Background: an optimization exercise with open tools, aiming at small area. Do not read the settings as production practice.
Function was checked by simulation only, so behaviour that the tests miss may differ from the original.
The flow treats the clock pin as an ideal source. Dropping or thinning the clock tree relies on that and would not hold on a real chip.

==> module dm_cache, before the edit <==
module dm_cache (
    input                       clk,
    input                       resetn,
    input                       write,
    input                       select,
    input  [INDEX_LENGTH-1:0]   index,
    input  [TAG_LENGTH-1:0]     tag_in,
    input  [CACHE_LINE_SIZE-1:0] mem_write,
    input  [CACHE_LINE_SIZE-1:0] mem_read,
    output logic [CACHE_LINE_SIZE-1:0] dout,
    output logic [TAG_LENGTH-1:0]     tag_out,
    output logic                      valid_out
    );
    localparam integer N = NUM_CACHE_LINES;
    localparam integer W = CACHE_LINE_SIZE + TAG_LENGTH + 1;    
    wire [5:0] ix_n;
    for (genvar k = 0; k < 6; k++) begin : g_inv
        inv1 u (.a(index[k]), .y(ix_n[k]));
    end
    wire wr_n, wr;
    nand2 u_wrn (.a(resetn), .b(write), .y(wr_n));
    inv1  u_wr  (.a(wr_n), .y(wr));
    wire [3:0] pa, pb, pc, pc_n, pcw, pcw_n;
    for (genvar k = 0; k < 4; k++) begin : g_pre
        nor2  ua (.a(k[0] ? ix_n[0] : index[0]), .b(k[1] ? ix_n[1] : index[1]), .y(pa[k]));
        nor2  ub (.a(k[0] ? ix_n[2] : index[2]), .b(k[1] ? ix_n[3] : index[3]), .y(pb[k]));
        nor2  uc (.a(k[0] ? ix_n[4] : index[4]), .b(k[1] ? ix_n[5] : index[5]), .y(pc[k]));
        nand2 ucn (.a(k[0] ? index[4] : ix_n[4]), .b(k[1] ? index[5] : ix_n[5]), .y(pc_n[k]));
        nand2 uwn (.a(pc[k]), .b(wr), .y(pcw_n[k]));
        nor2  uw  (.a(pc_n[k]), .b(wr_n), .y(pcw[k]));
    end
    wire [15:0] ab, ab_n;
    for (genvar j = 0; j < 16; j++) begin : g_ab
        nand2 un (.a(pa[j%4]), .b(pb[j/4]), .y(ab_n[j]));
        inv1  ui (.a(ab_n[j]), .y(ab[j]));
    end
    localparam integer HALF = 11;    
    logic [N-1:0] line_lo, line_hi, we_lo, we_hi, we_line_n;
    for (genvar i = 0; i < N; i++) begin : g_dec
        nor2  ul0 (.a(ab_n[i%16]), .b(pc_n[i/16]),  .y(line_lo[i]));
        nor2  ul1 (.a(ab_n[i%16]), .b(pc_n[i/16]),  .y(line_hi[i]));
        nor2  uw0 (.a(ab_n[i%16]), .b(pcw_n[i/16]), .y(we_lo[i]));
        nor2  uw1 (.a(ab_n[i%16]), .b(pcw_n[i/16]), .y(we_hi[i]));
        nand2 un  (.a(ab[i%16]),   .b(pcw[i/16]),   .y(we_line_n[i]));
    end
    logic [N-1:0][CACHE_LINE_SIZE-1:0] cache_memory;
    logic [N-1:0][TAG_LENGTH-1:0] tag_memory;
    logic [N-1:0]               valid_memory;
    cache c0 (
        .clk(clk),
        .we_lo(we_lo),
        .we_hi(we_hi),
        .we_line_n(we_line_n),
        .din(select ? mem_read : mem_write),
        .cache_memory(cache_memory)
    );
    tag_mem tm0 (
        .clk(clk),
        .we_line(we_hi),
        .we_line_n(we_line_n),
        .tag_in(tag_in),
        .tag_memory(tag_memory)
    );
    valid_mem vm0 (
        .clk(clk),
        .resetn(resetn),
        .we_line(we_hi),
        .valid_memory(valid_memory)
    );
    logic [W-1:0] orn;           
    for (genvar b = 0; b < W; b++) begin : g_col
        logic [N-1:0] col;
        for (genvar i = 0; i < N; i++) begin : g_row
            if (b < CACHE_LINE_SIZE)                 assign col[i] = cache_memory[i][b];
            else if (b < CACHE_LINE_SIZE+TAG_LENGTH) assign col[i] = tag_memory[i][b-CACHE_LINE_SIZE];
            else                                     assign col[i] = valid_memory[i];
        end
        logic [5:0] part;
        logic [2:0] m;
        wire [N-1:0] sel = (b < HALF) ? line_lo : line_hi;
        read_col rc (.sel(sel), .col(col), .part(part));
        for (genvar k = 0; k < 3; k++) begin : g_m
            nor2 u (.a(part[2*k]), .b(part[2*k+1]), .y(m[k]));
        end
        and3 u_orn (.a(m[0]), .b(m[1]), .c(m[2]), .y(orn[b]));
    end
    wire v, v_n;                 
    assign v_n = orn[W-1];
    inv1 u_v (.a(v_n), .y(v));
    logic [W-2:0] rd;            
    for (genvar b = 0; b < W-1; b++) begin : g_mask
        nor2 u (.a(orn[b]), .b(v_n), .y(rd[b]));
    end
    always_ff @(posedge clk)
        if (resetn && !write) begin
            dout      <= rd[CACHE_LINE_SIZE-1:0];
            tag_out   <= rd[W-2:CACHE_LINE_SIZE];
            valid_out <= v;
        end
endmodule
==> module and3, before the edit <==
module and3 (
    input  a, b, c,
    output y
    );
    assign y = a & b & c;
endmodule
export LEC_CHECK = 0
export CAP_MARGIN = 20
export CORE_MARGIN = 2
export CORE_UTILIZATION = 70
export PLACE_DENSITY = 0.75
export SLEW_MARGIN = 20
export SYNTH_HIERARCHICAL = 1
export SYNTH_MINIMUM_KEEP_SIZE = 0
create_clock -name core_clock -period 6.0 [get_ports {clk}]
standard.sh (not shown) runs the stock make flow with config.mk's settings and CLKGATE_MAP_FILE= SYNTH_SCRIPT=/design/flow/synth_recipe.tcl, a recipe that flattens the netlist after the stock synthesis.
==> flow/flow/run.sh <==
#!/bin/bash
# The standard layout (standard.sh: the standard flow's synthesis and ORFS flow), with two changes:
#  - port buffers use the smallest buffer cell instead of clkdlybuf4s50_1;
#  - the clock tree is built by flow/clock_tree.tcl (a balanced three-stage tree over a
#    recursive bisection of the registers' placement) in place of TritonCTS.
# make's full output goes to finish.log; each ORFS step keeps its own log under orfs/logs/.
set -euo pipefail
here=$(pwd)
bash standard.sh finish \
  "BUFFER_PORTS_ARGS=-buffer_cell sky130_fd_sc_hd__buf_1" \
  "PRE_CTS_TCL=$here/flow/clock_tree.tcl" \
  > finish.log 2>&1
Other scripts of this flow, unchanged in this note and not shown: flow/flow/clock_tree.tcl
Then changed:
--- a/flow/design.v
+++ b/flow/design.v
@@ -154,31 +154,28 @@
         .resetn(resetn),
         .we_line(we_hi),
         .valid_memory(valid_memory)
     );
-    logic [W-1:0] orn;           
+    logic [W-1:0] q0, q1;        
     for (genvar b = 0; b < W; b++) begin : g_col
         logic [N-1:0] col;
         for (genvar i = 0; i < N; i++) begin : g_row
             if (b < CACHE_LINE_SIZE)                 assign col[i] = cache_memory[i][b];
             else if (b < CACHE_LINE_SIZE+TAG_LENGTH) assign col[i] = tag_memory[i][b-CACHE_LINE_SIZE];
             else                                     assign col[i] = valid_memory[i];
         end
         logic [5:0] part;
-        logic [2:0] m;
         wire [N-1:0] sel = (b < HALF) ? line_lo : line_hi;
         read_col rc (.sel(sel), .col(col), .part(part));
-        for (genvar k = 0; k < 3; k++) begin : g_m
-            nor2 u (.a(part[2*k]), .b(part[2*k+1]), .y(m[k]));
-        end
-        and3 u_orn (.a(m[0]), .b(m[1]), .c(m[2]), .y(orn[b]));
+        nor3 u0 (.a(part[0]), .b(part[1]), .c(part[2]), .y(q0[b]));
+        nor3 u1 (.a(part[3]), .b(part[4]), .c(part[5]), .y(q1[b]));
     end
     wire v, v_n;                 
-    assign v_n = orn[W-1];
-    inv1 u_v (.a(v_n), .y(v));
+    nand2 u_v  (.a(q0[W-1]), .b(q1[W-1]), .y(v));
+    and2  u_vn (.a(q0[W-1]), .b(q1[W-1]), .y(v_n));
     logic [W-2:0] rd;            
     for (genvar b = 0; b < W-1; b++) begin : g_mask
-        nor2 u (.a(orn[b]), .b(v_n), .y(rd[b]));
+        aoi21 u (.a1(q0[b]), .a2(q1[b]), .b1(v_n), .y(rd[b]));
     end
     always_ff @(posedge clk)
         if (resetn && !write) begin
             dout      <= rd[CACHE_LINE_SIZE-1:0];
@@ -225,16 +222,28 @@
     output y
     );
     assign y = ~(a | b);
 endmodule
-module and3 (
+module nor3 (
     input  a, b, c,
     output y
     );
-    assign y = a & b & c;
+    assign y = ~(a | b | c);
+endmodule
+module and2 (
+    input  a, b,
+    output y
+    );
+    assign y = a & b;
 endmodule
 module inv1 (
     input  a,
     output y
     );
     assign y = ~a;
 endmodule
+module aoi21 (
+    input  a1, a2, b1,
+    output y
+    );
+    assign y = ~((a1 & a2) | b1);
+endmodule
After rerunning: Core utilization fell by 0.62 points. Die area increases by 0.34%. Worst hold slack barely changes. Cell area came out higher by 0.36%. Register-to-register slack improves by 210 ps. Worst setup slack improved by 210 ps. Wire length shrinks by 3.1%. Critical path depth came out higher by 1. Via count falls by 1.8%.
In every run of this note, the design's own scripts or RTL, not TritonCTS, make the clock network.

-- afterwards: timing with drivers on the ports --
The results above use ideal ports. As a check the final layouts listed here were re-extracted and re-timed, cells and wires unchanged.
Step 1 assumes that a clkbuf_16 drives the clock port and a buf_2 every other input.
Step 2 also shifts input and output timing later by t, the mid clock arrival at the registers, as if the neighbouring blocks saw the same clock.
Slacks: ideal / step 1 / step 2; pairs: ideal / step 1.
run	t (ns)	setup WS [ns]	latest minus earliest clock arrival (ns)	worst data-port slew with drivers (ns)
the first run	0.579	1.346 / 1.412 / 0.833	0.027 / 0.026	0.05
the second run	0.583	1.552 / 1.518 / 0.936	0.023 / 0.023	0.14
After both steps every run listed still meets setup and hold. For the second run, which loses most, drivers alone change the setup slack by -0.034 ns; drivers and shift together by -0.616 ns.
